This design comes from an exercise in tuning for a short achievable clock period and few clock cycles on the open sky130 flow, not from production work. In this exercise RTL edits were held to simulation tests only and were not proved equivalent to the original.

==> flow/design.v, too long to show whole: its modules and the start of the top module <==
// module xmega_alu: 332 lines
// module xmega_regs: 266 lines
// module xmega: 1052 lines
module xmega #(
	parameter PLATFORM = "XILINX",
	parameter  [10 - 1:0]CORE_TYPE = 10'b0111111111,
	parameter ROM_ADDR_WIDTH = 10,
	parameter RAM_ADDR_WIDTH = 14,
	parameter WATCHDOG_CNT_WIDTH = 0,
	parameter VECTOR_INT_TABLE_SIZE = 0
	)(
	input rst,
	input clk,
	output reg[ROM_ADDR_WIDTH - 1:0]pgm_addr,
	input [15:0]pgm_data,
	output reg [RAM_ADDR_WIDTH - 1:0]data_addr,
	output reg [7:0]data_out,
	output reg data_write,
	input [7:0]data_in,
	output reg data_read,
	output reg [5:0]io_addr,
	output reg [7:0]io_out,
	output reg io_write,
	input [7:0]io_in,
	output reg io_read
    );
  // ...
==> flow/run.sh <==
#!/bin/bash
# synth_recipe.tcl (not shown) runs the flow's synth.tcl, then flattens the netlist and writes it again
# the make line also repeats each setting of config.mk as NAME=value (left out here)
make -C /OpenROAD-flow-scripts/flow DESIGN_CONFIG=/design/flow/config.mk WORK_HOME=/design/flow/orfs CLKGATE_MAP_FILE= SYNTH_SCRIPT=/design/flow/synth_recipe.tcl finish
==> flow/config.mk <==
export PLATFORM = sky130hd
export DESIGN_NAME = xmega
export DESIGN_NICKNAME = xmega
export VERILOG_FILES = /design/flow/design.v
export SDC_FILE = /design/flow/constraint.sdc
export NUM_CORES = 4
export LEC_CHECK = 0
export CAP_MARGIN = 20
export CORE_MARGIN = 2
export CORE_UTILIZATION = 30
export SLEW_MARGIN = 20
==> flow/constraint.sdc <==
create_clock -name core_clock -period 14.0 [get_ports {clk}]
set_input_delay 2.8000 -clock core_clock [delete_from_list [all_inputs] [get_ports {clk}]]
set_output_delay 2.8000 -clock core_clock [all_outputs]
set_load 0.01 [all_outputs]
==> results.ini, run 1 <==
[run_status]
status = finished clean

[synth]
yosysWarnings = 3
synth_cell_types = 117
synth_top_family_by_area = compound AO/OA/AOI/OAI gates
async_flop_share_pct = 31.7
synth-xor-area-share_pct = 4.11
ys_seq_elements = 375
muxShareOfSynthArea_pct = 8.09

[floorplan]
pin_count = 84
rows = 132
start_util_pct = 30.1
dieArea_um2 = 132000

[detailed_routing]
routed_wirelength_um = 203000
dr_wl_met3_um = 27300
wire_per_inst_um = 31.8

[hold_path]
hold_end = PC_TMP_H[4]

[final_layout]
num-nonclk-inverters = 244
buffers = 252
fin_area_um2 = 43300
syn_to_final_growth_pct = 11.3
area_dominant_class = multi-input gates
fillerInstances = 13394
final_core_util_pct = 33.5
multi_input_gates = 3674

[sta]
finalCritPeriodShare_pct = 91.8
fin_hold_ws_ps = 500
finalWorstSetupSlack_ps = 1140
finalSetupViolCount = 0

[clocking]
post_cts_buffers = 0
cts.sinks = 375

[place]
place_congestion = 1.04

[grt]
gr-max-usage-layer = met2
grt_max_degree = 71
grt.met2_usage_pct = 43.3

[setup_path]
critPathBufInv = 8
critical_path_class = reg -> reg

==> run 2: changes to the inputs <==
==> flow/design.v (replaced) <==
`timescale 1ns / 1ps
module xmega_alu # (
		parameter  [10 - 1:0]CORE_TYPE = 10'b0111111111
		)(
	input [15:0]inst,
	input [4:0]rs1a,
	input [15:0]rs1,
	input [4:0]rs2a,
	input [15:0]rs2,
	input [4:0]rda,
	output reg [15:0]rd,
	input [7:0]sreg_in,
	input [15:0]mul_in,
	output reg[7:0]sreg_out
);
reg [7:0]TMP;
wire [15:0]mul_result_int = mul_in;
wire flag_h_adc_sub_cp = |{(~rs1[3] & rs2[3]), (rs2[3] & rd[3]), (rd[3] & ~rs1[3])};
wire flag_h_subi_sbci_cpi = |{(~rs1[3] & inst[3]), (inst[3] & rd[3]), (rd[3] & ~rs1[3])};
wire flag_v_add_adc = (&{rs1[7], rs2[7], ~rd[7]}) | (&{~rs1[7], ~rs2[7], rd[7]});
wire flag_v_sub_sbc = (&{rs1[7], ~rs2[7], ~rd[7]}) | (&{~rs1[7], rs2[7], rd[7]});
wire flag_v_subi_sbci_cpi = (&{rs1[7], ~inst[11], ~rd[7]}) | (&{~rs1[1], inst[11], rd[7]});
wire in_addr_1_and_2_equal = rs1a == rs2a;
wire RD_8_IS_ZERO = ~(|rd[7:0]);
wire RD_16_IS_ZERO = ~(|rd);
wire FLAG_S_NEG_INC_DEC_ADD_ADC = rd[7] ^ sreg_out[3];
wire FLAG_S_SUB_SBC_CP_CPC = rd[7] ^ flag_v_sub_sbc;
wire FLAG_S_SUBI_SBCI_CPI = rd[7] ^ flag_v_subi_sbci_cpi;
wire FLAG_S_ADIW_SBIW = rd[15] ^ sreg_out[0];
wire FLAG_S_ADD_ADC = rd[7] ^ flag_v_add_adc;
wire [8:0]RESULT_SUBI_SBCI_CPI = rs1[7:0] - {inst[11:8], inst[3:0]};
wire [8:0]RESULT_ADD_ADC = rs1[7:0] + rs2[7:0];
wire [8:0]RESULT_SUB_SBC = rs1[7:0] - rs2[7:0];
always @ *
begin
	sreg_out = sreg_in;
	rd = 16'h0000;
	casex({CORE_TYPE, inst})
	{10'bxxxx1xxxxx, 	16'b00000001xxxxxxxx},
	{10'bxxxxxxxxx1, 		16'b001011xxxxxxxxxx}: 
	begin
		rd = rs2;
	end
	{10'bxxxx1xxxxx, 	16'b100111xxxxxxxxxx}:
	begin
		rd = mul_result_int;
		sreg_out[0] = rd[15];
		sreg_out[1] = RD_16_IS_ZERO;
	end
	{10'bxxxx1xxxxx, 	16'b00000010xxxxxxxx}:
	begin
		case({rs1[7], rs2[7]})
		2'b00: rd = {mul_result_int[15:8], mul_result_int[7:0]}; 
		2'b10, 2'b01: rd = {~mul_result_int[15:8], mul_result_int[7:0]}; 
		default: rd = {1'b0, 7'h00 - mul_result_int[14:8], mul_result_int[7:0]}; 
		endcase
		sreg_out[0] = rd[15];
		sreg_out[1] = RD_16_IS_ZERO;
	end
	{10'bxxxx1xxxxx, 	16'b000000110xxx0xxx}:
	begin
		rd = {(rs1[7] ? ~mul_result_int[15:8] : mul_result_int[15:8]), mul_result_int[7:0]};
		sreg_out[0] = rd[15];
		sreg_out[1] = RD_16_IS_ZERO;
	end
	{10'bxxxx1xxxxx, 	16'b000000110xxx1xxx}:
	begin
		rd = {mul_result_int[14:0], 1'b0};
		sreg_out[0] = rd[15];
		sreg_out[1] = RD_16_IS_ZERO;
	end
	{10'bxxxx1xxxxx, 	16'b000000111xxx0xxx}:
	begin
		case({rs1[7], rs2[7]})
		2'b00: rd = {mul_result_int[14:8], mul_result_int[7:0], 1'b0}; 
		2'b10, 2'b01: rd = {~mul_result_int[14:8], mul_result_int[7:0], 1'b0}; 
		default: rd = {7'h00 - mul_result_int[14:8], mul_result_int[7:0], 1'b0}; 
		endcase
		sreg_out[0] = rd[15];
		sreg_out[1] = RD_16_IS_ZERO;
	end
	{10'bxxxx1xxxxx, 	16'b000000111xxx1xxx}:
	begin
		rd = {(rs1[7] ? ~mul_result_int[14:8] : mul_result_int[14:8]), mul_result_int[7:0], 1'b0};
		sreg_out[0] = rd[15];
		sreg_out[1] = RD_16_IS_ZERO;
	end
	{10'bxxxxxxxxx1, 		16'b000110xxxxxxxxxx}: 
	begin
		{sreg_out[0], rd[7:0]} = RESULT_SUB_SBC;
		sreg_out[5] = flag_h_adc_sub_cp;
		sreg_out[3] = flag_v_sub_sbc;
		sreg_out[2] = rd[7];
		sreg_out[4] = FLAG_S_SUB_SBC_CP_CPC;
		sreg_out[1] = RD_8_IS_ZERO;
	end
	{10'bxxxxxxxxx1, 		16'b000010xxxxxxxxxx}: 
	begin
		{sreg_out[0], rd[7:0]} = RESULT_SUB_SBC - sreg_in[0];
		sreg_out[5] = flag_h_adc_sub_cp;
		sreg_out[3] = flag_v_sub_sbc;
		sreg_out[2] = rd[7];
		sreg_out[4] = FLAG_S_SUB_SBC_CP_CPC;
		sreg_out[1] = &{~rd[7:0], sreg_in[1]};
	end
	{10'bxxxxxxxxx1, 		16'b000011xxxxxxxxxx}:
	begin
		{sreg_out[0], rd[7:0]} = RESULT_ADD_ADC;
		sreg_out[2] = rd[7];
		sreg_out[1] = RD_8_IS_ZERO;
		if(in_addr_1_and_2_equal)
		begin  
			sreg_out[5] = rs1[3];
			sreg_out[3] = rd[7] ^ sreg_out[0];
			sreg_out[4] = FLAG_S_NEG_INC_DEC_ADD_ADC;
		end
		else
		begin  
			sreg_out[5] = |{(rs1[3] & rs2[3]), (rs2[3] & ~rd[3]), (~rd[3] & rs1[3])};
			sreg_out[3] = flag_v_add_adc;
			sreg_out[4] = FLAG_S_ADD_ADC;
		end
	end
	{10'bxxxxxxxxx1, 		16'b000111xxxxxxxxxx}: 
	begin
		{sreg_out[0], rd[7:0]} = RESULT_ADD_ADC + sreg_in[0];
		sreg_out[2] = rd[7];
		sreg_out[1] = RD_8_IS_ZERO;
		if(in_addr_1_and_2_equal)
		begin  
			sreg_out[5] = rs1[3];
			sreg_out[3] = rd[7] ^ sreg_out[0];
			sreg_out[4] = FLAG_S_NEG_INC_DEC_ADD_ADC;
		end
		else
		begin  
			sreg_out[5] = |{(rs1[3] & rs2[3]), (rs2[3] & rd[3]), (~rd[3] & ~rs1[3])};
			sreg_out[3] = flag_v_add_adc;
			sreg_out[4] = FLAG_S_ADD_ADC;
		end
	end
	{10'bxxxxxxxxx1, 		16'b001000xxxxxxxxxx}:
	begin
		rd[7:0] = rs1[7:0] & rs2[7:0];
		sreg_out[3] = 1'b0;
		sreg_out[2] = rd[7];
		sreg_out[4] = rd[7];
		sreg_out[1] = RD_8_IS_ZERO;
	end
	{10'bxxxxxxxxx1, 		16'b001001xxxxxxxxxx}:
	begin
		rd[7:0] = rs1[7:0] ^ rs2[7:0];
		sreg_out[3] = 1'b0;
		sreg_out[2] = rd[7];
		sreg_out[4] = rd[7];
		sreg_out[1] = RD_8_IS_ZERO;
	end
	{10'bxxxxxxxxx1, 		16'b001010xxxxxxxxxx}:
	begin
		rd[7:0] = rs1[7:0] | rs2[7:0];
		sreg_out[3] = 1'b0;
		sreg_out[2] = rd[7];
		sreg_out[4] = rd[7];
		sreg_out[1] = RD_8_IS_ZERO;
	end
	{10'bxxxxxxxx1x, 		16'b0101xxxxxxxxxxxx}:
	begin
		{sreg_out[0], rd[7:0]} = RESULT_SUBI_SBCI_CPI;
		sreg_out[5] = flag_h_subi_sbci_cpi;
		sreg_out[3] = flag_v_subi_sbci_cpi;
		sreg_out[2] = rd[7];
		sreg_out[4] = FLAG_S_SUBI_SBCI_CPI;
		sreg_out[1] = RD_8_IS_ZERO;
	end
	{10'bxxxxxxxx1x, 		16'b0100xxxxxxxxxxxx}:
	begin
		{sreg_out[0], rd[7:0]} = RESULT_SUBI_SBCI_CPI - sreg_in[0];
		sreg_out[5] = flag_h_subi_sbci_cpi;
		sreg_out[3] = flag_v_subi_sbci_cpi;
		sreg_out[2] = rd[7];
		sreg_out[4] = FLAG_S_SUBI_SBCI_CPI;
		sreg_out[1] = &{~rd[7:0], sreg_in[1]};
	end
	{10'bxxxxxxxx1x, 		16'b0110xxxxxxxxxxxx}:
	begin
		rd[7:0] = rs1 | {inst[11:8], inst[3:0]};
		sreg_out[3] = 1'b0;
		sreg_out[2] = rd[7];
		sreg_out[4] = rd[7];
		sreg_out[1] = RD_8_IS_ZERO;
	end
	{10'bxxxxxxxx1x, 		16'b0111xxxxxxxxxxxx}:
	begin
		rd[7:0] = rs1 & {inst[11:8], inst[3:0]};
		sreg_out[3] = 1'b0;
		sreg_out[2] = rd[7];
		sreg_out[4] = rd[7];
		sreg_out[1] = RD_8_IS_ZERO;
	end
	{10'bxxxxxxxx1x, 		16'b1001010xxxxx0000}:
	begin
		{sreg_out[0], rd[7:0]} = {1'b1, 8'hFF - rs1[7:0]};
		sreg_out[3] = 1'b0;
		sreg_out[2] = rd[7];
		sreg_out[4] = rd[7];
		sreg_out[1] = RD_8_IS_ZERO;
	end
	{10'bxxxxxxxx1x, 		16'b1001010xxxxx0001}:
	begin
		{sreg_out[0], rd[7:0]} = {|rs1[7:0], (8'h00 - rs1[7:0])};
		sreg_out[5] = rd[3] + ~rs1[3];
		sreg_out[3] = &{rd[7], ~rd[6:0]};
		sreg_out[2] = rd[7];
		sreg_out[4] = FLAG_S_NEG_INC_DEC_ADD_ADC;
		sreg_out[1] = RD_8_IS_ZERO;
	end
	{10'bxxxxxxxx1x, 		16'b1001010xxxxx0010}:
	begin
		rd[7:0] = {rs1[3:0] , rs1[7:4]};
	end
	{10'bxxxxxxxx1x, 		16'b1001010xxxxx0011}:
	begin
		{sreg_out[0], rd[7:0]} = rs1[7:0] + 1;
		sreg_out[3] = &{~rd[7], rd[6:0]};
		sreg_out[2] = rd[7];
		sreg_out[4] = FLAG_S_NEG_INC_DEC_ADD_ADC;
		sreg_out[1] = RD_8_IS_ZERO;
	end
	{10'bxxxxxxxx1x, 		16'b1001010xxxxx1010}:
	begin
		{sreg_out[0], rd[7:0]} = rs1[7:0] - 1;
		sreg_out[3] = &{~rd[7], rd[6:0]};
		sreg_out[2] = rd[7];
		sreg_out[4] = FLAG_S_NEG_INC_DEC_ADD_ADC;
		sreg_out[1] = RD_8_IS_ZERO;
	end
	{10'bxxxxxxxx1x, 		16'b1001010xxxxx0101}:
	begin
		{sreg_out[0], rd[7:0]} = {rs1[0], rs1[7], rs1[7:1]};
		sreg_out[3] = 1'b0;
		sreg_out[2] = rd[7];
		sreg_out[4] = rd[7] ^ 1'b0;
		sreg_out[1] = RD_8_IS_ZERO;
	end
	{10'bxxxxxxxxx1, 		16'b1001010xxxxx0110}:
	begin
		{sreg_out[0], rd[7:0]} = {rs1[0], 1'b0, rs1[7:1]};
		sreg_out[5] = rs1[3];
		sreg_out[2] = 1'b0;
		sreg_out[3] = 1'b0 ^ sreg_out[0];
		sreg_out[4] = 1'b0 ^ sreg_out[3];
		sreg_out[1] = RD_8_IS_ZERO;
	end
	{10'bxxxxxxxxx1, 		16'b1001010xxxxx0111}:
	begin
		{sreg_out[0], rd[7:0]} = {rs1[0], sreg_in[0], rs1[7:1]};
		sreg_out[5] = rs1[3];
		sreg_out[2] = 1'b0;
		sreg_out[3] = 1'b0 ^ sreg_out[0];
		sreg_out[4] = 1'b0 ^ sreg_out[3];
		sreg_out[1] = RD_8_IS_ZERO;
	end
	{10'bxxxxxxxxx1, 		16'b000101xxxxxxxxxx}:
	begin
		{sreg_out[0], rd[7:0]} = RESULT_SUB_SBC;
		sreg_out[5] = flag_h_adc_sub_cp;
		sreg_out[3] = flag_v_sub_sbc;
		sreg_out[2] = rd[7];
		sreg_out[4] = FLAG_S_SUB_SBC_CP_CPC;
		sreg_out[1] = RD_8_IS_ZERO;
	end
	{10'bxxxxxxxxx1, 		16'b000001xxxxxxxxxx}:
	begin
		{sreg_out[0], rd[7:0]} = RESULT_SUB_SBC - sreg_in[0];
		sreg_out[5] = flag_h_adc_sub_cp;
		sreg_out[3] = flag_v_sub_sbc;
		sreg_out[2] = rd[7];
		sreg_out[4] = FLAG_S_SUB_SBC_CP_CPC;
		sreg_out[1] = &{~rd[7:0], sreg_in[1]};
	end
	{10'bxxxxxxxx1x, 		16'b0011xxxxxxxxxxxx}:
	begin
		{sreg_out[0], rd[7:0]} = RESULT_SUBI_SBCI_CPI;
		sreg_out[5] = flag_h_subi_sbci_cpi;
		sreg_out[3] = flag_v_subi_sbci_cpi;
		sreg_out[2] = rd[7];
		sreg_out[4] = FLAG_S_SUBI_SBCI_CPI;
		sreg_out[1] = RD_8_IS_ZERO;
	end
	{10'bxxxxxxxx1x, 		16'b10010100xxxx1000}:
	begin
		sreg_out[inst[6:4]] = ~inst[7];
	end
	{10'bxxxxxx1xxx, 		16'b10010110xxxxxxxx}:
	begin
		{sreg_out[0], rd} = rs1 + {inst[7:6], inst[3:0]};
		sreg_out[3] = sreg_out[0];
		sreg_out[2] = rd[15];
		sreg_out[4] = FLAG_S_ADIW_SBIW;
		sreg_out[1] = RD_16_IS_ZERO;
	end
	{10'bxxxxxx1xxx, 		16'b10010111xxxxxxxx}:
	begin
		{sreg_out[0], rd} = rs1 - {inst[7:6], inst[3:0]};
		sreg_out[3] = sreg_out[0];
		sreg_out[2] = rd[15];
		sreg_out[4] = FLAG_S_ADIW_SBIW;
		sreg_out[1] = RD_16_IS_ZERO;
	end
	{10'bxxxxxxxxx1, 		16'b1110xxxxxxxxxxxx}:
	begin
		rd[7:0] = {inst[11:8], inst[3:0]};
	end
	{10'bxxxxxxxx1x, 		16'b1111100xxxxx0xxx}:
	begin
		case(inst[2:0])
		3'h0: rd[7:0] = {rs1[7:1], sreg_in[6]};
		3'h1: rd[7:0] = {rs1[7:2], sreg_in[6], rs1[0]};
		3'h2: rd[7:0] = {rs1[7:3], sreg_in[6], rs1[1:0]};
		3'h3: rd[7:0] = {rs1[7:4], sreg_in[6], rs1[2:0]};
		3'h4: rd[7:0] = {rs1[7:5], sreg_in[6], rs1[3:0]};
		3'h5: rd[7:0] = {rs1[7:6], sreg_in[6], rs1[4:0]};
		3'h6: rd[7:0] = {rs1[7], sreg_in[6], rs1[5:0]};
		3'h7: rd[7:0] = {sreg_in[6], rs1[6:0]};
		endcase
	end
	{10'bxxxxxxxx1x, 		16'b1111101xxxxx0xxx}:
	begin
		sreg_out[6] = rs1[inst[2:0]];
	end
	endcase
end
endmodule
`timescale 1ns / 1ps
module xmega_regs #
	(
	parameter PLATFORM = "XILINX",
	parameter REGISTERED_OUTPUTS = "FALSE"
	)(
	input rst,
	input clk,
	input [4:0]rs1a,
	output reg[15:0]rs1,
	input rs1m,
	input [4:0]rs2a,
	output reg[15:0]rs2,
	input rs2m,
	input [4:0]rda,
	input [15:0]rd,
	input rdw,
	input rdm
	);
generate
if(PLATFORM == "XILINX")
begin
(* ram_style="block" *)
reg [7:0]REGL[0:15];
(* ram_style="block" *)
reg [7:0]REGH[0:15];
wire [3:0]rda_int = rdm ? rda[3:0] : rda[4:1];
wire [3:0]rs1a_int = rs1m ? rs1a[3:0] : rs1a[4:1];
wire [3:0]rs2a_int = rs2m ? rs2a[3:0] : rs2a[4:1];
wire rd_rw_l_int = rdw & ~rdm & ~rda[0];
wire rd_rw_h_int = rdw & ~rdm & rda[0];
always @ (posedge clk)
begin
	case({rdw, rdm, rda[0]})
	3'b100, 3'b110, 3'b111: REGL[rda_int] <= rd[7:0];
	endcase
	case({rdw, rdm, rda[0]})
	3'b101: REGH[rda_int] <= rd[7:0];
	3'b110, 3'b111: REGH[rda_int] <= rd[15:8];
	endcase
end
reg [15:0]REG_1_REG;
reg [15:0]REG_2_REG;
always @ (posedge clk)
begin
	if(REGISTERED_OUTPUTS == "TRUE")
	begin
		REG_1_REG = {REGH[rs1a_int], REGL[rs1a_int]};
		REG_2_REG = {REGH[rs2a_int], REGL[rs2a_int]};
	end
end
always @ *
begin
	if(REGISTERED_OUTPUTS == "TRUE")
	begin
		casex({rs1m, rs1a[0]})
		2'b00: rs1 <= {8'h00, REG_1_REG[7:0]};
		2'b01: rs1 <= {8'h00, REG_1_REG[15:8]};
		2'b1x: rs1 <= REG_1_REG;
		endcase
		casex({rs2m, rs2a[0]})
		2'b00: rs2 <= {8'h00, REG_2_REG[7:0]};
		2'b01: rs2 <= {8'h00, REG_2_REG[15:8]};
		2'b1x: rs2 <= REG_2_REG;
		endcase
	end
	else
	begin
		casex({rs1m, rs1a[0]})
		2'b00: rs1 <= {8'h00, REGL[rs1a_int]};
		2'b01: rs1 <= {8'h00, REGH[rs1a_int]};
		2'b1x: rs1 <= {REGH[rs1a_int], REGL[rs1a_int]};
		endcase
		casex({rs2m, rs2a[0]})
		2'b00: rs2 <= {8'h00, REGL[rs2a_int]};
		2'b01: rs2 <= {8'h00, REGH[rs2a_int]};
		2'b1x: rs2 <= {REGH[rs2a_int], REGL[rs2a_int]};
		endcase
	end
end
end  
else
if(PLATFORM == "LATTICE_ECP5" || PLATFORM == "LATTICE_ECP3" || PLATFORM == "LATTICE_LIFMD" || PLATFORM == "LATTICE_MARCHXO2" || PLATFORM == "LATTICE_MARCHXO3L")
begin 
wire [7:0]REGLD_out;
wire [7:0]REGHD_out;
wire [7:0]REGLR_out;
wire [7:0]REGHR_out;
wire write_to_L = rdw & ((!rdm & !rda[0]) || rdm);
wire write_to_H = rdw &((!rdm & rda[0]) || rdm);
wire write_to_HL = rdw &rdm;
DPR16X4C REG_L_D_4_7(
	.DI3(rd[7]),
	.DI2(rd[6]),
	.DI1(rd[5]),
	.DI0(rd[4]),
	.WAD3(write_to_HL ? rda[3]:rda[4]),
	.WAD2(write_to_HL ? rda[2]:rda[3]),
	.WAD1(write_to_HL ? rda[1]:rda[2]),
	.WAD0(write_to_HL ? rda[0]:rda[1]),
	.WCK(clk),
	.WRE(write_to_L | write_to_HL),
	.RAD3(rs1m ? rs2a[3]:rs1a[4]),
	.RAD2(rs1m ? rs2a[2]:rs1a[3]),
	.RAD1(rs1m ? rs2a[1]:rs1a[2]),
	.RAD0(rs1m ? rs2a[0]:rs1a[1]),
	.DO3(REGLD_out[7]),
	.DO2(REGLD_out[6]),
	.DO1(REGLD_out[5]),
	.DO0(REGLD_out[4])
);
DPR16X4C REG_L_D_0_3(
	.DI3(rd[3]),
	.DI2(rd[2]),
	.DI1(rd[1]),
	.DI0(rd[0]),
	.WAD3(write_to_HL ? rda[3]:rda[4]),
	.WAD2(write_to_HL ? rda[2]:rda[3]),
	.WAD1(write_to_HL ? rda[1]:rda[2]),
	.WAD0(write_to_HL ? rda[0]:rda[1]),
	.WCK(clk),
	.WRE(write_to_L | write_to_HL),
	.RAD3(rs1m ? rs2a[3]:rs1a[4]),
	.RAD2(rs1m ? rs2a[2]:rs1a[3]),
	.RAD1(rs1m ? rs2a[1]:rs1a[2]),
	.RAD0(rs1m ? rs2a[0]:rs1a[1]),
	.DO3(REGLD_out[3]),
	.DO2(REGLD_out[2]),
	.DO1(REGLD_out[1]),
	.DO0(REGLD_out[0])
);
DPR16X4C REG_H_D_4_7(
	.DI3(write_to_HL ? rd[15] : rd[7]),
	.DI2(write_to_HL ? rd[14] : rd[6]),
	.DI1(write_to_HL ? rd[13] : rd[5]),
	.DI0(write_to_HL ? rd[12] : rd[4]),
	.WAD3(write_to_HL ? rda[3]:rda[4]),
	.WAD2(write_to_HL ? rda[2]:rda[3]),
	.WAD1(write_to_HL ? rda[1]:rda[2]),
	.WAD0(write_to_HL ? rda[0]:rda[1]),
	.WCK(clk),
	.WRE(write_to_H | write_to_HL),
	.RAD3(rs1m ? rs2a[3]:rs1a[4]),
	.RAD2(rs1m ? rs2a[2]:rs1a[3]),
	.RAD1(rs1m ? rs2a[1]:rs1a[2]),
	.RAD0(rs1m ? rs2a[0]:rs1a[1]),
	.DO3(REGHD_out[7]),
	.DO2(REGHD_out[6]),
	.DO1(REGHD_out[5]),
	.DO0(REGHD_out[4])
);
DPR16X4C REG_H_D_0_3(
	.DI3(write_to_HL ? rd[11] : rd[3]),
	.DI2(write_to_HL ? rd[10] : rd[2]),
	.DI1(write_to_HL ? rd[9] : rd[1]),
	.DI0(write_to_HL ? rd[8] : rd[0]),
	.WAD3(write_to_HL ? rda[3]:rda[4]),
	.WAD2(write_to_HL ? rda[2]:rda[3]),
	.WAD1(write_to_HL ? rda[1]:rda[2]),
	.WAD0(write_to_HL ? rda[0]:rda[1]),
	.WCK(clk),
	.WRE(write_to_H | write_to_HL),
	.RAD3(rs1m ? rs2a[3]:rs1a[4]),
	.RAD2(rs1m ? rs2a[2]:rs1a[3]),
	.RAD1(rs1m ? rs2a[1]:rs1a[2]),
	.RAD0(rs1m ? rs2a[0]:rs1a[1]),
	.DO3(REGHD_out[3]),
	.DO2(REGHD_out[2]),
	.DO1(REGHD_out[1]),
	.DO0(REGHD_out[0])
);
DPR16X4C REG_L_R_4_7(
	.DI3(rd[7]),
	.DI2(rd[6]),
	.DI1(rd[5]),
	.DI0(rd[4]),
	.WAD3(write_to_HL ? rda[3]:rda[4]),
	.WAD2(write_to_HL ? rda[2]:rda[3]),
	.WAD1(write_to_HL ? rda[1]:rda[2]),
	.WAD0(write_to_HL ? rda[0]:rda[1]),
	.WCK(clk),
	.WRE(write_to_L | write_to_HL),
	.RAD3(rs2m ? rs2a[3]:rs2a[4]),
	.RAD2(rs2m ? rs2a[2]:rs2a[3]),
	.RAD1(rs2m ? rs2a[1]:rs2a[2]),
	.RAD0(rs2m ? rs2a[0]:rs2a[1]),
	.DO3(REGLR_out[7]),
	.DO2(REGLR_out[6]),
	.DO1(REGLR_out[5]),
	.DO0(REGLR_out[4])
);
DPR16X4C REG_L_R_0_3(
	.DI3(rd[3]),
	.DI2(rd[2]),
	.DI1(rd[1]),
	.DI0(rd[0]),
	.WAD3(write_to_HL ? rda[3]:rda[4]),
	.WAD2(write_to_HL ? rda[2]:rda[3]),
	.WAD1(write_to_HL ? rda[1]:rda[2]),
	.WAD0(write_to_HL ? rda[0]:rda[1]),
	.WCK(clk),
	.WRE(write_to_L | write_to_HL),
	.RAD3(rs2m ? rs2a[3]:rs2a[4]),
	.RAD2(rs2m ? rs2a[2]:rs2a[3]),
	.RAD1(rs2m ? rs2a[1]:rs2a[2]),
	.RAD0(rs2m ? rs2a[0]:rs2a[1]),
	.DO3(REGLR_out[3]),
	.DO2(REGLR_out[2]),
	.DO1(REGLR_out[1]),
	.DO0(REGLR_out[0])
);
DPR16X4C REG_H_R_4_7(
	.DI3(write_to_HL ? rd[15] : rd[7]),
	.DI2(write_to_HL ? rd[14] : rd[6]),
	.DI1(write_to_HL ? rd[13] : rd[5]),
	.DI0(write_to_HL ? rd[12] : rd[4]),
	.WAD3(write_to_HL ? rda[3]:rda[4]),
	.WAD2(write_to_HL ? rda[2]:rda[3]),
	.WAD1(write_to_HL ? rda[1]:rda[2]),
	.WAD0(write_to_HL ? rda[0]:rda[1]),
	.WCK(clk),
	.WRE(write_to_H | write_to_HL),
	.RAD3(rs2m ? rs2a[3]:rs2a[4]),
	.RAD2(rs2m ? rs2a[2]:rs2a[3]),
	.RAD1(rs2m ? rs2a[1]:rs2a[2]),
	.RAD0(rs2m ? rs2a[0]:rs2a[1]),
	.DO3(REGHR_out[7]),
	.DO2(REGHR_out[6]),
	.DO1(REGHR_out[5]),
	.DO0(REGHR_out[4])
);
DPR16X4C REG_H_R_0_3(
	.DI3(write_to_HL ? rd[11] : rd[3]),
	.DI2(write_to_HL ? rd[10] : rd[2]),
	.DI1(write_to_HL ? rd[9] : rd[1]),
	.DI0(write_to_HL ? rd[8] : rd[0]),
	.WAD3(write_to_HL ? rda[3]:rda[4]),
	.WAD2(write_to_HL ? rda[2]:rda[3]),
	.WAD1(write_to_HL ? rda[1]:rda[2]),
	.WAD0(write_to_HL ? rda[0]:rda[1]),
	.WCK(clk),
	.WRE(write_to_H | write_to_HL),
	.RAD3(rs2m ? rs2a[3]:rs2a[4]),
	.RAD2(rs2m ? rs2a[2]:rs2a[3]),
	.RAD1(rs2m ? rs2a[1]:rs2a[2]),
	.RAD0(rs2m ? rs2a[0]:rs2a[1]),
	.DO3(REGHR_out[3]),
	.DO2(REGHR_out[2]),
	.DO1(REGHR_out[1]),
	.DO0(REGHR_out[0])
);
always @ *
begin
	case({rs1m, rs1a[0]})
	2'b00: rs1 <= {8'h00, REGLD_out};
	2'b01: rs1 <= {8'h00, REGHD_out};
	default : rs1 <= {REGHD_out, REGLD_out};
	endcase
	case({rs2m, rs2a[0]})
	2'b00: rs2 <= {8'h00, REGLR_out};
	2'b01: rs2 <= {8'h00, REGHR_out};
	default : rs2 <= {REGHR_out, REGLR_out};
	endcase
end
end 
endgenerate
endmodule
`timescale 1ns / 1ps
module xmega #(
	parameter PLATFORM = "XILINX",
	parameter  [10 - 1:0]CORE_TYPE = 10'b0111111111,
	parameter ROM_ADDR_WIDTH = 10,
	parameter RAM_ADDR_WIDTH = 14,
	parameter WATCHDOG_CNT_WIDTH = 0,
	parameter VECTOR_INT_TABLE_SIZE = 0
	)(
	input rst,
	input clk,
	output reg[ROM_ADDR_WIDTH - 1:0]pgm_addr,
	input [15:0]pgm_data,
	output reg [RAM_ADDR_WIDTH - 1:0]data_addr,
	output reg [7:0]data_out,
	output reg data_write,
	input [7:0]data_in,
	output reg data_read,
	output reg [5:0]io_addr,
	output reg [7:0]io_out,
	output reg io_write,
	input [7:0]io_in,
	output reg io_read
    );
localparam AW = ROM_ADDR_WIDTH;
localparam DW = RAM_ADDR_WIDTH;
reg [AW-1:0] pa;	 
reg [AW-1:0] pa1;	 
reg [AW-1:0] ea;	 
reg first;		 
reg rsync;		 
reg xv;			 
reg [15:0] xi;		 
reg [1:0] xs;		 
reg [AW-1:0] xpc1;	 
reg [AW-1:0] xtgt;	 
reg [AW-1:0] xret;	 
reg [4:0] ra, rb, wa;	 
reg [31:0] ra_oh, rb_oh;	 
reg [15:0] ra_ph, rb_ph;	 
reg xioset;		 
reg [7:0] SREG;
reg [DW-1:0] SP;
reg [7:0] mul_a, mul_b;
reg [7:0] ret_hi;
reg lpm_sel;		 
reg [4:0] lpm_rd;
reg m_rdreq;		 
reg m_v;		 
reg [4:0] m_r;
reg w_v;		 
reg [4:0] w_r;
reg w_pgm;		 
reg w_hi;		 
reg [7:0] R [0:31];
wire [15:0] w = pgm_data;
wire d_ldi   = (w[15:12] == 4'b1110);
wire d_imm   = (w[15:12] == 4'b0011) | (w[15:14] == 2'b01) | d_ldi;
wire d_muls  = (w[15:8] == 8'b00000010);
wire d_mulsu = (w[15:8] == 8'b00000011);
wire d_mul   = (w[15:10] == 6'b100111);
wire d_movw  = (w[15:8] == 8'b00000001);
wire d_adiw  = (w[15:9] == 7'b1001011);
wire d_rjmp  = (w[15:12] == 4'b1100);
wire d_rcall = (w[15:12] == 4'b1101);
wire d_br    = (w[15:11] == 5'b11110);
wire d_ldssts = (w[15:10] == 6'b100100) & (w[3:0] == 4'b0000);
wire d_jmpcall = (w[15:9] == 7'b1001010) & (w[3:2] == 2'b11);
wire d_2w    = d_ldssts | d_jmpcall;
wire d_in    = (w[15:11] == 5'b10110);
wire d_cbi   = (w[15:10] == 6'b100110) & ~w[8];
wire d_lpmz  = (w[15:9] == 7'b1001000) & (w[3:2] == 2'b01);
wire d_lpm0  = (w[15:5] == 11'b10010101110) & (w[3:0] == 4'b1000);
wire d_ret   = (w[15:5] == 11'b10010101000) & (w[3:0] == 4'b1000);
wire d_icall = (w[15:5] == 11'b10010101000) & (w[3:0] == 4'b1001);
wire d_redir = d_rjmp | d_rcall | (d_br & w[9]);
wire [AW-1:0] d_off = d_br ? {{(AW-6){w[9]}}, w[8:3]} : w[AW-1:0];
wire [AW-1:0] dtgt = pa1 + d_off;
wire [5:0] d_ioa = d_in ? {w[10:9], w[3:0]} : {1'b0, w[7:3]};
wire d_io_bus = d_cbi | (d_ioa[5:3] != 3'b111);
reg [4:0] d_ra, d_rb, d_wa;
always @*
begin
	d_ra = w[8:4];
	d_rb = {w[9], w[3:0]};
	d_wa = w[8:4];
	if(d_imm) begin d_ra = {1'b1, w[7:4]}; d_wa = {1'b1, w[7:4]}; end
	if(d_muls) begin d_ra = {1'b1, w[7:4]}; d_rb = {1'b1, w[3:0]}; end
	if(d_mulsu) begin d_ra = {2'b10, w[6:4]}; d_rb = {2'b10, w[2:0]}; end
	if(d_movw) begin d_rb = {w[3:0], 1'b0}; d_wa = {w[7:4], 1'b0}; end
	if(d_adiw) begin d_ra = {2'b11, w[5:4], 1'b0}; d_wa = {2'b11, w[5:4], 1'b0}; end
	if(d_muls | d_mulsu | d_mul | d_lpm0) d_wa = 5'd0;
end
wire x_2op_we = ((xi[15:13] == 3'b000) & xi[11]) | (xi[15:12] == 4'b0010);
wire x_2op    = ((xi[15:12] == 4'b0000) & (xi[11:10] != 2'b00)) | (xi[15:12] == 4'b0001) | (xi[15:12] == 4'b0010);
wire x_imm_we = (xi[15:14] == 2'b01) | (xi[15:12] == 4'b1110);
wire x_ldi    = (xi[15:12] == 4'b1110);
wire x_1op    = (xi[15:9] == 7'b1001010);
wire x_1op_we = x_1op & ((~xi[3] & (xi[2:0] != 3'b100)) | (xi[3:0] == 4'b1010));
wire x_bld    = (xi[15:9] == 7'b1111100) & ~xi[3];
wire x_we8    = x_2op_we | x_imm_we | x_1op_we | x_bld;
wire x_movw   = (xi[15:8] == 8'h01);
wire x_mulf   = (xi[15:9] == 7'b0000001) | (xi[15:10] == 6'b100111);
wire x_adiw   = (xi[15:9] == 7'b1001011);
wire x_ptrm   = (xi[3:2] == 2'b11 & xi[1:0] != 2'b11) | (xi[2:0] == 3'b001) | (xi[2:0] == 3'b010);
wire x_ldp    = (xi[15:9] == 7'b1001000) & x_ptrm;
wire x_stp    = (xi[15:9] == 7'b1001001) & x_ptrm;
wire x_ldd    = (xi[15:14] == 2'b10) & ~xi[12] & ~xi[9];
wire x_std    = (xi[15:14] == 2'b10) & ~xi[12] & xi[9];
wire x_push   = (xi[15:9] == 7'b1001001) & (xi[3:0] == 4'b1111);
wire x_pop    = (xi[15:9] == 7'b1001000) & (xi[3:0] == 4'b1111);
wire x_lds    = (xi[15:9] == 7'b1001000) & (xi[3:0] == 4'b0000);
wire x_sts    = (xi[15:9] == 7'b1001001) & (xi[3:0] == 4'b0000);
wire x_lpmz   = (xi[15:9] == 7'b1001000) & (xi[3:2] == 2'b01);
wire x_lpm0   = (xi[15:5] == 11'b10010101110) & (xi[3:0] == 4'b1000);
wire x_lpm    = x_lpmz | x_lpm0;
wire x_rjmp   = (xi[15:12] == 4'b1100);
wire x_rcall  = (xi[15:12] == 4'b1101);
wire x_br     = (xi[15:11] == 5'b11110);
wire x_jmp    = (xi[15:9] == 7'b1001010) & (xi[3:1] == 3'b110);
wire x_call   = (xi[15:9] == 7'b1001010) & (xi[3:1] == 3'b111);
wire x_ijmp   = (xi[15:5] == 11'b10010100000) & (xi[3:0] == 4'b1001);
wire x_icall  = (xi[15:5] == 11'b10010101000) & (xi[3:0] == 4'b1001);
wire x_ret    = (xi[15:5] == 11'b10010101000) & (xi[3:0] == 4'b1000);
wire x_cpse   = (xi[15:10] == 6'b000100);
wire x_sbrx   = (xi[15:10] == 6'b111111) & ~xi[3];
wire x_in     = (xi[15:11] == 5'b10110);
wire x_out    = (xi[15:11] == 5'b10111);
wire x_cbi    = (xi[15:10] == 6'b100110) & ~xi[8];
wire x_skipi  = x_cpse | x_sbrx;
wire x_w2     = x_lds | x_sts | x_jmp | x_call;
wire [5:0] x_ioa = {xi[10:9], xi[3:0]};
wire [3:0] x_pidx = (x_ldp | x_stp) ? ((xi[3:2] == 2'b11) ? 4'd13 : (xi[3] ? 4'd14 : 4'd15)) :
                    (x_ldd | x_std) ? (xi[3] ? 4'd14 : 4'd15) : 4'd15;
wire x_puse = x_ldp | x_stp | x_ldd | x_std | x_lpmz | x_lpm0 | x_ijmp | x_icall;
wire [1:0] x_lastst = x_ret ? 2'd3 :
                      (x_mulf | x_rcall | x_icall | x_call | x_lpm | ((x_in | x_cbi) & ~xioset)) ? 2'd1 : 2'd0;
wire x_last = (xs == x_lastst);
wire x_rause = ~(x_rjmp | x_rcall | x_br | x_jmp | x_call | x_ijmp | x_icall | x_ret |
                 x_lpm0 | x_movw | x_cbi | (xi == 16'h0000) | (x_1op & xi[3] & (xi[3:0] != 4'b1010)));
wire x_rapair = x_adiw;
wire x_rbuse = x_2op | x_mulf;
wire x_rbpair = x_movw;
wire x_wapair = x_movw | x_mulf;
wire [4:0] lpm_rd_x = x_lpm0 ? 5'd0 : xi[8:4];
wire hz_m = (x_rause & (m_r == ra)) | (x_rapair & (m_r[4:1] == ra[4:1])) |
            (x_rbuse & (m_r == rb)) | (x_rbpair & (m_r[4:1] == rb[4:1])) |
            (x_wapair & (m_r[4:1] == wa[4:1])) | (x_lpm & (m_r == lpm_rd_x)) |
            (x_puse & (m_r[4:1] == x_pidx));
wire hz_w = (x_rause & (w_r == ra)) | (x_rapair & (w_r[4:1] == ra[4:1])) |
            (x_rbuse & (w_r == rb)) | (x_rbpair & (w_r[4:1] == rb[4:1])) |
            (x_wapair & (w_r[4:1] == wa[4:1])) | (x_lpm & (w_r == lpm_rd_x)) |
            (x_puse & (w_r[4:1] == x_pidx));
wire haz = (m_v & hz_m) | (w_v & hz_w);
reg [7:0] A_lo, A_hi, B_lo, B_hi;
integer k;
always @*
begin
	A_lo = 8'h00; A_hi = 8'h00; B_lo = 8'h00; B_hi = 8'h00;
	for(k = 0; k < 32; k = k + 1)
	begin
		A_lo = A_lo | ({8{ra_oh[k]}} & R[k]);
		B_lo = B_lo | ({8{rb_oh[k]}} & R[k]);
	end
	for(k = 0; k < 16; k = k + 1)
	begin
		A_hi = A_hi | ({8{ra_ph[k]}} & R[2*k+1]);
		B_hi = B_hi | ({8{rb_ph[k]}} & R[2*k+1]);
	end
end
wire [15:0] Xp = {R[27], R[26]};
wire [15:0] Yp = {R[29], R[28]};
wire [15:0] Zp = {R[31], R[30]};
wire [15:0] ptr = (x_pidx == 4'd13) ? Xp : (x_pidx == 4'd14) ? Yp : Zp;
wire [15:0] ptr_inc = ptr + 16'd1;
wire [15:0] ptr_dec = ptr - 16'd1;
wire [15:0] ptr_q = ptr + {10'd0, xi[13], xi[11:10], xi[2:0]};
wire [DW-1:0] SP_inc = SP + 1'b1;
wire [DW-1:0] SP_dec = SP - 1'b1;
wire [15:0] alu_rd;
wire [7:0] sreg_out;
wire [15:0] mul_p = mul_a * mul_b;
xmega_alu #(
	.CORE_TYPE(CORE_TYPE)
)xmega_alu_inst(
	.inst(xi),
	.rs1a(ra),
	.rs1({A_hi, A_lo}),
	.rs2a(rb),
	.rs2({B_hi, B_lo}),
	.rda(wa),
	.rd(alu_rd),
	.sreg_in(SREG),
	.mul_in(mul_p),
	.sreg_out(sreg_out)
);
wire pvalid = rsync | ~first;
wire dv0 = pvalid & (pa == ea);
wire x_needw = xv & x_w2 & (xs == 2'd0);
wire xgo = xv & ~haz & (~(x_needw | x_skipi) | dv0);
wire xacc = ~xv | (xgo & x_last);
wire br_taken = (SREG[xi[2:0]] == ~xi[10]);
wire skip_cond = x_cpse ? (A_lo == B_lo) : (A_lo[xi[2:0]] == xi[9]);
wire skip = xgo & x_skipi & skip_cond;
wire xr_br = xgo & x_br & (xi[9] ? ~br_taken : br_taken);
wire xr_z  = xgo & (x_ijmp | (x_icall & (xs == 2'd0)));
wire xr_jc = xgo & (x_jmp | (x_call & (xs == 2'd0)));
wire xr_ret = xgo & x_ret & (xs == 2'd3);
wire xredir = xr_br | xr_z | xr_jc | xr_ret;
wire [AW-1:0] xtarget = xr_br ? (xi[9] ? xpc1 : xtgt) :
                        xr_z ? Zp[AW-1:0] :
                        xr_jc ? w[AW-1:0] : {ret_hi[AW-9:0], data_in};
wire dv = pvalid & (xredir ? (xr_br & (pa == xtarget)) : (pa == ea));
wire dcons = dv & xacc & ~x_needw & ~skip;
wire w2c = xgo & x_needw;
wire [AW-1:0] fa = pgm_addr;
wire [AW-1:0] fa_inc = fa + 1'b1;
wire lpm_fetch = xgo & x_lpm & (xs == 2'd0);
reg [AW-1:0] ea_n;
reg eq_n;
always @*
begin
	if(dcons) begin ea_n = d_redir ? dtgt : pa1; eq_n = (fa == pa1); end
	else if(skip) begin ea_n = pa1; eq_n = (fa == pa1); end
	else if(w2c & ~xredir) begin ea_n = pa1; eq_n = (fa == pa1); end
	else if(xredir) begin ea_n = xtarget; eq_n = 1'b0; end
	else begin ea_n = ea; eq_n = (fa == ea); end
end
wire d_ioset = ~(xv & (x_out | x_cbi));
wire d_n1 = ~(d_muls | d_mulsu | d_mul | d_rcall | d_icall | d_lpmz | d_lpm0 | d_ret | ((d_in | d_cbi) & ~d_ioset));
wire [1:0] xs_n = xs + {1'b0, xgo};
wire acc_pred = dcons ? d_n1 : (xacc | (xs_n == x_lastst));
always @(posedge clk)
	rsync <= rst;
wire [7:0] in_val = (x_ioa == 6'h3F) ? SREG :
                    (x_ioa == 6'h3D) ? SP[7:0] :
                    (x_ioa == 6'h3E) ? {{(16-DW){1'b0}}, SP[DW-1:8]} : io_in;
reg [7:0] cbi_val;
always @*
begin
	cbi_val = io_in;
	cbi_val[xi[2:0]] = xi[9];
end
reg x8_we, x16_we;
reg [4:0] x8_a;
reg [3:0] x16_p;
reg [7:0] x8_d;
reg [15:0] x16_d;
always @*
begin
	x8_we = 1'b0; x16_we = 1'b0;
	x8_a = wa; x16_p = wa[4:1];
	x8_d = alu_rd[7:0]; x16_d = alu_rd;
	if(xgo)
	begin
		if(x_we8) x8_we = 1'b1;
		if(x_in & x_last) begin x8_we = 1'b1; x8_d = in_val; end
		if(x_movw | x_adiw | (x_mulf & xs == 2'd1)) x16_we = 1'b1;
		if((x_ldp | x_stp) & (xi[1:0] == 2'b01 | xi[1:0] == 2'b10))
		begin
			x16_we = 1'b1; x16_p = x_pidx;
			x16_d = xi[0] ? ptr_inc : ptr_dec;
		end
		if(x_lpmz & xi[0] & xs == 2'd0)
		begin
			x16_we = 1'b1; x16_p = 4'd15; x16_d = ptr_inc;
		end
	end
end
wire [7:0] w_d = w_pgm ? (w_hi ? pgm_data[15:8] : pgm_data[7:0]) : data_in;
integer i;
always @(posedge clk)
begin
	for(i = 0; i < 32; i = i + 1)
	begin
		if(w_v && w_r == i) R[i] <= w_d;
		else if(x8_we && x8_a == i) R[i] <= x8_d;
		else if(x16_we && x16_p == i[4:1]) R[i] <= i[0] ? x16_d[15:8] : x16_d[7:0];
	end
end
always @(posedge clk or posedge rst)
begin
	if(rst)
	begin
		pgm_addr <= {AW{1'b0}};
		pa <= {AW{1'b0}};
		pa1 <= {{(AW-1){1'b0}}, 1'b1};
		ea <= {AW{1'b0}};
		first <= 1'b1;
		xv <= 1'b0;
		xi <= 16'h0000;
		xs <= 2'd0;
		xpc1 <= {AW{1'b0}};
		xtgt <= {AW{1'b0}};
		xret <= {AW{1'b0}};
		ra <= 5'd0; rb <= 5'd0; wa <= 5'd0;
		ra_oh <= 32'd1; rb_oh <= 32'd1; ra_ph <= 16'd1; rb_ph <= 16'd1;
		xioset <= 1'b0;
		SREG <= 8'h00;
		SP <= {DW{1'b0}};
		mul_a <= 8'h00; mul_b <= 8'h00;
		ret_hi <= 8'h00;
		lpm_sel <= 1'b0;
		lpm_rd <= 5'd0;
		m_rdreq <= 1'b0; m_v <= 1'b0; m_r <= 5'd0;
		w_v <= 1'b0; w_r <= 5'd0; w_pgm <= 1'b0; w_hi <= 1'b0;
		data_addr <= {DW{1'b0}};
		data_out <= 8'h00;
		data_write <= 1'b0;
		data_read <= 1'b0;
		io_addr <= 6'h00;
		io_out <= 8'h00;
		io_write <= 1'b0;
		io_read <= 1'b0;
	end
	else
	begin
		first <= 1'b0;
		ea <= ea_n;
		if(lpm_fetch) pgm_addr <= Zp[AW:1];
		else if(dcons & d_redir) pgm_addr <= dtgt;
		else if(eq_n & acc_pred) pgm_addr <= fa_inc;
		else pgm_addr <= ea_n;
		pa <= pgm_addr;
		pa1 <= fa_inc;
		data_write <= 1'b0;
		m_rdreq <= 1'b0;
		m_v <= 1'b0;
		data_read <= m_rdreq;
		w_v <= m_v;
		w_r <= m_r;
		w_pgm <= 1'b0;
		io_write <= 1'b0;
		io_read <= 1'b0;
		if(xv & (x_in | x_cbi) & xioset & ~xgo)
			io_read <= io_read;
		if(xgo)
		begin
			xs <= x_last ? 2'd0 : xs + 2'd1;
			if(x_last)
			begin
				SREG <= sreg_out;
				if(x_out && x_ioa == 6'h3F) SREG <= A_lo;
			end
			if(x_out)
			begin
				if(x_ioa == 6'h3D) SP[7:0] <= A_lo;
				if(x_ioa == 6'h3E) SP[DW-1:8] <= A_lo[DW-9:0];
				if(x_ioa[5:3] != 3'b111)
				begin
					io_addr <= x_ioa;
					io_out <= A_lo;
					io_write <= 1'b1;
				end
			end
			if((x_in | x_cbi) & ~xioset & (xs == 2'd0))
			begin
				io_addr <= x_in ? x_ioa : {1'b0, xi[7:3]};
				io_read <= x_cbi | (x_ioa[5:3] != 3'b111);
			end
			if(x_cbi & x_last)
			begin
				io_out <= cbi_val;
				io_write <= 1'b1;
			end
			if(x_mulf)
			begin
				mul_a <= A_lo;
				mul_b <= B_lo;
			end
			if(x_push)
			begin
				data_addr <= SP; data_out <= A_lo; data_write <= 1'b1; SP <= SP_dec;
			end
			if(x_pop)
			begin
				data_addr <= SP_inc; SP <= SP_inc;
				m_rdreq <= 1'b1; m_v <= 1'b1; m_r <= xi[8:4];
			end
			if(x_ldp | x_ldd | x_lds)
			begin
				data_addr <= x_lds ? w[DW-1:0] : x_ldd ? ptr_q[DW-1:0] : (xi[1:0] == 2'b10) ? ptr_dec[DW-1:0] : ptr[DW-1:0];
				m_rdreq <= 1'b1; m_v <= 1'b1; m_r <= xi[8:4];
			end
			if(x_stp | x_std | x_sts)
			begin
				data_addr <= x_sts ? w[DW-1:0] : x_std ? ptr_q[DW-1:0] : (xi[1:0] == 2'b10) ? ptr_dec[DW-1:0] : ptr[DW-1:0];
				data_out <= A_lo;
				data_write <= 1'b1;
			end
			if(x_rcall | x_icall | x_call)
			begin
				data_addr <= SP; SP <= SP_dec; data_write <= 1'b1;
				if(xs == 2'd0)
				begin
					data_out <= x_call ? pa1[7:0] : xret[7:0];
					if(x_call) xret <= pa1;
				end
				else
					data_out <= {{(16-AW){1'b0}}, xret[AW-1:8]};
			end
			if(x_ret)
			begin
				if(xs[1] == 1'b0)
				begin
					data_addr <= SP_inc; SP <= SP_inc; m_rdreq <= 1'b1;
				end
				if(xs == 2'd2) ret_hi <= data_in;
			end
			if(x_lpm)
			begin
				if(xs == 2'd0)
				begin
					lpm_sel <= Zp[0];
					lpm_rd <= lpm_rd_x;
				end
				else
				begin
					w_v <= 1'b1; w_r <= lpm_rd; w_pgm <= 1'b1; w_hi <= lpm_sel;
				end
			end
		end
		if(dcons)
		begin
			xv <= 1'b1;
			xi <= w;
			xs <= 2'd0;
			xpc1 <= pa1;
			xtgt <= dtgt;
			xret <= pa1;
			ra <= d_ra; rb <= d_rb; wa <= d_wa;
			ra_oh <= 32'd1 << d_ra; rb_oh <= 32'd1 << d_rb;
			ra_ph <= 16'd1 << d_ra[4:1]; rb_ph <= 16'd1 << d_rb[4:1];
			xioset <= 1'b0;
			if((d_in | d_cbi) & d_ioset)
			begin
				xioset <= 1'b1;
				io_addr <= d_ioa;
				io_read <= d_io_bus;
			end
		end
		else if(xacc)
			xv <= 1'b0;
	end
end
endmodule
==> flow/flow/run.sh (new file) <==
#!/bin/bash
# Standard layout (the standard.sh: ORFS synthesis through finish) with a larger
# setup-slack margin for ORFS's timing repair, so that repair keeps improving paths
# that already meet the design's clock period. The SDC and every other setting are
# the standard ones. Each tool's output is in orfs/logs/; make's output in flow_make.log.
set -uo pipefail
MARGIN=$(cat flow/margin.txt 2>/dev/null || echo 8)
bash standard.sh SETUP_SLACK_MARGIN=$MARGIN finish > flow_make.log 2>&1
rc=$?
tail -50 flow_make.log
exit $rc
==> flow/flow/margin.txt (new file) <==
9
==> flow/standard.sh (new file) <==
#!/bin/bash
# synth_recipe.tcl (not shown) runs the flow's synth.tcl, then flattens the netlist and writes it again
# the make line also repeats each setting of config.mk as NAME=value (left out here)
make -C /OpenROAD-flow-scripts/flow DESIGN_CONFIG=/design/flow/config.mk WORK_HOME=/design/flow/orfs CLKGATE_MAP_FILE= SYNTH_SCRIPT=/design/flow/synth_recipe.tcl "${@:-finish}"
==> flow/config.mk (replaced) <==
export PLATFORM = sky130hd
export DESIGN_NAME = xmega
export DESIGN_NICKNAME = xmega
export VERILOG_FILES = /design/flow/design.v
export SDC_FILE = /design/flow/constraint.sdc
export NUM_CORES = 4
export LEC_CHECK = 0
export CAP_MARGIN = 30
export CORE_MARGIN = 2
export CORE_UTILIZATION = 30
export SLEW_MARGIN = 30
removed: flow/run.sh
==> results.ini, run 2 <==
[run_status]
status = finished clean  ; unchanged

[grt]
grt-ovfl-total = 0  ; unchanged
grt_pass1_wl_um = 446000  ; was 287,000 µm
track_usage_pct = 39.5  ; was 29.5%
antenna_found_initial = 26  ; was 10
grt_max_degree = 106  ; was 71
first_global_vias = 52273  ; was 39.1k

[sta]
finalSetupViolCount = 0  ; unchanged
max_slew.worst_pin.slew_ps = 1240  ; was 1330 ps
slew_viol_final = 0  ; unchanged
finClkSkew_ps = 50.3  ; was 65.0 ps
grt_setup_unrepaired = yes  ; was no
hold_violations = 0  ; unchanged
relSlewSlack_pct = 17.2  ; was 11.2%
fmax_ghz = 0.164  ; was 0.0778 GHz
layout_min_cycle_time_ps = 6100  ; was 12,860 ps
fin_setup_tns_ps = 0  ; unchanged
finalCritPeriodShare_pct = 43.5  ; was 91.8%

[detailed_routing]
vias_per_cell = 6.92  ; was 6.59
wire_per_inst_um = 40.2  ; was 31.8 µm
drt-initial-drc-count = 10318  ; was 7,400
wl_met2_um = 134000  ; was 83,400 µm
dr_wl_met3_um = 51300  ; was 27,300 µm
dr.max_layer_used = met5  ; unchanged
firstDrtPassIters = 10  ; unchanged
ant_nets = 0  ; unchanged
num_vias = 58873  ; was 42.0k
drt-met1-wl_um = 122000  ; was 75,700 µm
route.detailed.drc = 0  ; unchanged
routed_wirelength_um = 342000  ; was 203,000 µm

[final_layout]
drive_gt1_share_pct = 31.2  ; was 9.22%
largest_reg_flops = 256
syn_to_final_growth_pct = 41.8  ; was 11.3%
reg_top3 = R (256), ra_oh (32), rb_oh (32)  ; was xmega_regs_inst.genblk1.REGH (128), xmega_regs_inst.genblk1.REGL (128), pgm_data_registered (16)
final_cell_mix = nor2_1, nand2_1, buf_4  ; was nor2_1, nand2_1, o21ai_0
top_register = R
nets = 6574  ; was 4,862
fin_area_um2 = 66900  ; was 43,300 µm²
fillerInstances = 14917  ; was 13.4k

[clocking]
clock-root-buffer = clkbuf_16  ; unchanged
clockBufferDepth = 3  ; unchanged
htree_levels = 3  ; was 2
cts_tree = yes  ; unchanged
holdBufCountCts = 0  ; unchanged
cts.sinks = 560  ; was 375
cts_buffers = 71  ; was 46
cts.clk_slew.worst_paths_ps = 60  ; was 70 ps
clk_latency_ps = 730  ; was 680 ps

[place]
hpwl_um = 218000  ; was 148,000 µm
portBuffers = 83  ; unchanged
place_congestion = 1.12  ; was 1.04
placed_area_um2 = 51000  ; was 41,700 µm²

[floorplan]
die_y_um = 401  ; was 364 µm
die_width_um = 401  ; was 364 µm
start_util_pct = 30.2  ; was 30.1%
rows = 145  ; was 132
dieArea_um2 = 161000  ; was 132,000 µm²
core_area_um2 = 156000  ; was 129,000 µm²
pin_count = 84  ; unchanged

[synth]
synthCells = 5856  ; was 4,640
yosysTopAreaCellShare_pct = 16.3  ; was 19.8%
yosysSeqAreaShare_pct = 32.4  ; was 27.5%
async_flop_share_pct = 54.1  ; was 31.7%
synth.area.top_cells = edfxtp_1, dfrtp_1, nand2_1, a21oi_1, a22oi_1  ; was edfxtp_1, dfrtp_1, mux2i_1, ha_1, fa_1
syn_area_um2 = 47200  ; was 38,900 µm²
ys_seq_elements = 560  ; was 375
synth_most_common_cell = nand2_1  ; was nor2_1
synth_nets = 6073  ; was 4,909
yosysWarnings = 3  ; unchanged
synth_ff_type = dfrtp_1  ; was edfxtp_1
synth_cell_types = 105  ; was 117
synth.avg_cell_area_um2 = 8.06  ; was 8.37 µm²
synth_edf_count = 256  ; unchanged
yosys.area.top_type = edfxtp_1  ; unchanged
synthTopCellsByCount = nand2_1, nor2_1, a21oi_1, clkbuf_1, o21ai_0  ; was nor2_1, nand2_1, o21ai_0, a21oi_1, edfxtp_1

[setup_path]
worst_setup_path_start_kind = register  ; unchanged
crit_fanout = 7  ; was 29
slowest_delay_ps = 560  ; was 660 ps
crit_arrival_ps = 6510  ; was 13,380 ps
crit_slowest_cell = fa_1  ; was dfrtp_4
cp_data_required_time_ps = 14420  ; was 14,520 ps
cp-end-kind = register  ; unchanged
critical-path-top-delay-family = adder cells  ; was compound AO/OA/AOI/OAI gates
critical_path_class = reg -> reg  ; unchanged
critPathBufInv = 7  ; was 8

[flow_run]
drv_cap = 0  ; unchanged

[hold_path]
min_path_type = reg -> reg  ; unchanged

[run 2: worst reg2reg max path, delay by kind of cell (launching register included)]
family	cells	cell delay, ps
adders and majority gates	5	2030
AOI/OAI and AO/OA	8	1840
buffers and inverters	7	900
DFF	1	470
and+or+nand+nor	4	400
xor gates and xnor gates	1	160
[run 2: final timing paths]
| check | startpoint | end | slack [ps] | cells past startpoint |
|---|---|---|---|---|
| worst max-delay path | mul_a[1] | R[29][2] | 7900 | 25 |
| worst min-delay path | m_rdreq | data_read | 370 | 0 |
| worst max register to register | mul_a[1] | R[29][2] | 7900 | 25 |
| worst min register to register | m_rdreq | data_read | 370 | 0 |
| max in group asynchronous | rst | rb_oh[17] | 9590 | 5 |
| min in group asynchronous | rst | pa1[4] | 2340 | 2 |
[run 2: routing by layer]
metal,GRT usage (%),vias up
met4,27.4,32
li1,-,22878
met3,16.8,1703
met2,55.3,5570
met5,1.28,-
met1,48.6,28690
[run 2: what timing repair did]
| action | 4_1_cts | 5_1_grt |
|---|---|---|
| gates resized for setup | 926 | 691 |
| setup endpoints to repair | 782 | 722 |
| setup buffers | 387 | 189 |
| pin swaps | 180 | 280 |
| gates cloned | 50 | 26 |
| hold endpoints to repair | 0 | 0 |
[run 2: cells by family after synthesis]
group	after synthesis	share of synthesized area [%]
adders and majority gates	183	5.54
xor gates and xnor gates	227	4.21
DFF	560	32.4
buffers and inverters	653	5.30
other	1	0.00795
muxes	246	5.40
AOI/OAI and AO/OA	1913	26.7
and+or+nand+nor	2073	20.4
[run 2: stage by stage]
step	std cells	util, %	setup WS, ps	hold slack, ps
6_report	8505	42.8	7900	372
2_1_floorplan	5856	-	7180	331
5_1_grt	8472	42.8	7730	386
4_1_cts	8253	39.4	7970	372
3_5_place_dp	7689	32.6	6440	336
3_3_place_gp	7686	32.6	6560	360
[run 2: final cells by class]
| class | count | area (µm²) | area share, % |
|---|---|---|---|
| Multi-Input combinational cell | 4668 | 35700 | 53.3 |
| Sequential cell | 560 | 15400 | 23.1 |
| Timing Repair Buffer | 895 | 10000 | 15.0 |
| Tap cell | 2058 | 2570 | 3.85 |
| Clock buffer | 90 | 2020 | 3.02 |
| Inverter | 161 | 678 | 1.01 |
| Clock inverter | 37 | 439 | 0.656 |
| Antenna cell | 36 | 90.1 | 0.135 |
Testbench counts of run 2, summed over its fixed seeds: cycles 111,572.
==> run 3: changes to the inputs <==
==> flow/run.sh (new file) <==
#!/bin/bash
# synth_recipe.tcl (not shown) runs the flow's synth.tcl, then flattens the netlist and writes it again
# the make line also repeats each setting of config.mk as NAME=value (left out here)
make -C /OpenROAD-flow-scripts/flow DESIGN_CONFIG=/design/flow/config.mk WORK_HOME=/design/flow/orfs CLKGATE_MAP_FILE= SYNTH_SCRIPT=/design/flow/synth_recipe.tcl finish
removed: flow/flow/run.sh
removed: flow/flow/margin.txt
removed: flow/standard.sh
==> results.ini, run 3 <==
[synth]
yosysWarnings = 3  ; unchanged
ys_seq_elements = 560  ; unchanged
async_flop_share_pct = 54.1  ; unchanged
synth_ff_type = dfrtp_1  ; unchanged
synth_edf_count = 256  ; unchanged
synthCells = 5856  ; unchanged
synth_cell_types = 105  ; unchanged
synth_most_common_cell = nand2_1  ; unchanged
synth_nets = 6073  ; unchanged
syn_area_um2 = 47200  ; unchanged
yosysSeqAreaShare_pct = 32.4  ; unchanged
synth.area.top_cells = edfxtp_1, dfrtp_1, nand2_1, a21oi_1, a22oi_1  ; unchanged
yosys.area.top_type = edfxtp_1  ; unchanged
yosysTopAreaCellShare_pct = 16.3  ; unchanged
synthTopCellsByCount = nand2_1, nor2_1, a21oi_1, clkbuf_1, o21ai_0  ; unchanged
synth.avg_cell_area_um2 = 8.06  ; unchanged

[place]
hpwl_um = 229000  ; was 218,000 µm
portBuffers = 83  ; unchanged
place_inst = 7695  ; was 7,689
place_congestion = 1.08  ; was 1.12

[run_status]
status = finished clean  ; unchanged

[detailed_routing]
ant_nets = 0  ; unchanged
wire_per_inst_um = 39.7  ; was 40.2 µm
firstDrtPassIters = 6  ; was 10
drt-initial-drc-count = 8804  ; was 10.3k
routed_wirelength_um = 311000  ; was 342,000 µm
route.detailed.drc = 0  ; unchanged
num_vias = 52564  ; was 58.9k
vias_per_cell = 6.71  ; was 6.92

[grt]
grt_pass1_wl_um = 420000  ; was 446,000 µm
grt-ovfl-total = 0  ; unchanged
first_global_vias = 47589  ; was 52.3k
grt.met3_usage_pct = 10.0  ; was 16.8%
track_usage_pct = 37.3  ; was 39.5%
antenna_found_initial = 17  ; was 26
grt_use_met1_pct = 49.2  ; was 48.6%
gr-max-usage-layer = met2  ; unchanged
grt_max_degree = 214  ; was 106
grt.met2_usage_pct = 54.0  ; was 55.3%

[final_layout]
final-instance-count-excl-fill = 7833  ; was 8,505
syn_to_final_growth_pct = 12.4  ; was 41.8%
final_common_cell = nand2_1
reg_top3 = R (256), ra_oh (32), rb_oh (32)  ; unchanged
nets = 5931  ; was 6,574
largest_reg_flops = 256  ; unchanged
drive_gt1_share_pct = 8.68  ; was 31.2%
final_cell_mix = nand2_1, nor2_1, a21oi_1  ; was nor2_1, nand2_1, buf_4
fillerInstances = 16359  ; was 14.9k
top_register = R  ; unchanged

[sta]
finalSetupViolCount = 0  ; unchanged
finalCritPeriodShare_pct = 55.9  ; was 43.5%
finClkSkew_ps = 31.3  ; was 50.3 ps
layout_min_cycle_time_ps = 7830  ; was 6100 ps
relSlewSlack_pct = 24.1  ; was 17.2%
max_slew.worst_pin.slew_ps = 1110  ; was 1240 ps
grt_setup_unrepaired = no  ; was yes
slew_viol_final = 0  ; unchanged
hold_violations = 0  ; unchanged
fin_setup_tns_ps = 0  ; unchanged
fmax_ghz = 0.128  ; was 0.164 GHz

[clocking]
clock-root-buffer = clkbuf_16  ; unchanged
htree_levels = 3  ; unchanged
cts.sinks = 560  ; unchanged
cts_tree = yes  ; unchanged
cts.clk_slew.worst_paths_ps = 60  ; about the same
clockBufferDepth = 3  ; unchanged
post_cts_buffers = 0  ; was 387
holdBufCountCts = 0  ; unchanged
cts_buffers = 72  ; was 71
post_cts_resized = 0  ; was 926
clk_latency_ps = 710  ; was 730 ps

[setup_path]
cp_data_required_time_ps = 14560  ; was 14,420 ps
worst_setup_path_start_kind = register  ; unchanged
crit_fanout = 62  ; was 7
critical_path_class = reg -> reg  ; unchanged
crit_arrival_ps = 8390  ; was 6510 ps
r2r_setup_slack_ps = 6170  ; was 7900 ps
cp-end-kind = register  ; unchanged

[floorplan]
die_width_um = 401  ; unchanged
core_area_um2 = 156000  ; unchanged
rows = 145  ; unchanged
start_util_pct = 30.2  ; unchanged
die_y_um = 401  ; unchanged
pin_count = 84  ; unchanged
dieArea_um2 = 161000  ; unchanged

[hold_path]
min_path_type = reg -> reg  ; unchanged

[flow_run]
drv_cap = 0  ; unchanged

run 3: worst paths after layout:
path | startpoint | to | depth (start not counted)
worst max-delay path | xi[0] | pgm_addr[0] | 23
worst min-delay path | m_rdreq | data_read | 0
worst max register to register | xi[0] | pgm_addr[0] | 23
worst min register to register | m_rdreq | data_read | 0
max in group asynchronous | rst | ra_oh[31] | 3
min in group asynchronous | rst | data_out[7] | 2
run 3: kinds of logic (layout without fill, tap and decap cells):
logic type / count (synthesis) / after routing / synth area share [%]
multiplexers: 246 / 246 / 5.40
adder cells (fa/ha/maj): 183 / 183 / 5.54
XOR/XNOR: 227 / 227 / 4.21
buffers and inverters: 653 / 568 / 5.30
AO/OA/AOI/OAI: 1913 / 1913 / 26.7
other: 1 / 5 / 0.00795
AND/OR/NAND/NOR: 2073 / 2073 / 20.4
flip-flops: 560 / 560 / 32.4
run 3: per-layer routing:
layer / part of all wire [%] / wire [µm] / vias to the layer above
met1: 40 / 123000 / 26111
met4: 7.7 / 23900 / 14
met5: 0.032 / 98 / -
met2: 41 / 129000 / 4034
met3: 11 / 35300 / 945
li1: - / - / 21460
run 3: cell type report:
| cell class | instances | area [µm²] | share of cell area (%) |
|---|---|---|---|
| Inverter | 161 | 612 | 1.15 |
| Sequential cell | 560 | 15300 | 28.8 |
| Multi-Input combinational cell | 4643 | 29700 | 56.0 |
| Antenna cell | 4 | 10.0 | 0.0189 |
| Clock buffer | 95 | 1980 | 3.74 |
| Clock inverter | 36 | 571 | 1.08 |
| Timing Repair Buffer | 276 | 2310 | 4.35 |
| Tap cell | 2058 | 2570 | 4.85 |
run 3: worst max-delay path: stages (launching register included):
cell,delay (ps)
dfrtp_1,330
buf_4,360
inv_1,370
ha_1,330
nor2_1,470
o22ai_1,330
a21o_1,360
nor3_1,330
o41ai_1,200
a2111o_1,570
or2_2,330
buf_4,350
inv_2,190
buf_4,530
ha_1,360
xnor2_1,180
o21a_1,140
o31ai_1,90
nor4bb_1,180
a41oi_1,370
a21oi_1,90
a41oi_1,610
nor2_2,200
a221o_1,390
run 3: stage by stage:
step                setup WS (ps)  instance area (µm²)  util (%)  hold slack [ps]
finish                       6170                53100      34.0              354
CTS                          6220                53000      33.9              357
floorplan                    2840                47200         -              331
global placement             6400                50400      32.3              341
global route                 5800                53100      34.0              365
detailed placement           6270                50400      32.3              346

-- port drivers added, routing unchanged --
How much do the figures lean on ideal ports? The routed layouts below were timed once more, with nothing changed but the port constraints. Step 1 (the two cells are an assumption about what drives the block):
set clk [get_ports {clk}]
set_driving_cell -lib_cell sky130_fd_sc_hd__clkbuf_16 $clk
set_driving_cell -lib_cell sky130_fd_sc_hd__buf_2 [delete_from_list [all_inputs] $clk]
Step 2 times the ports against the registers' clock, not the clock port: input delays grow and output delays shrink by t, the midpoint of the rising clock arrivals with the driver on. Slacks: no drivers / after step 1 / after step 2; pairs: no drivers / after step 1.
run	t (ns)	slack for setup (ns)	worst data-port slew with drivers (ns)
run 1	0.715	1.141 / 1.141 / 1.141	0.04
run 2	0.799	7.904 / 7.904 / 7.770	0.07
run 3	0.780	6.167 / 6.167 / 6.167	0.04
After both steps every run listed still meets setup and hold. The setup slack of run 2, which loses most, moves by 0.000 ns with the drivers and by -0.134 ns with both steps.
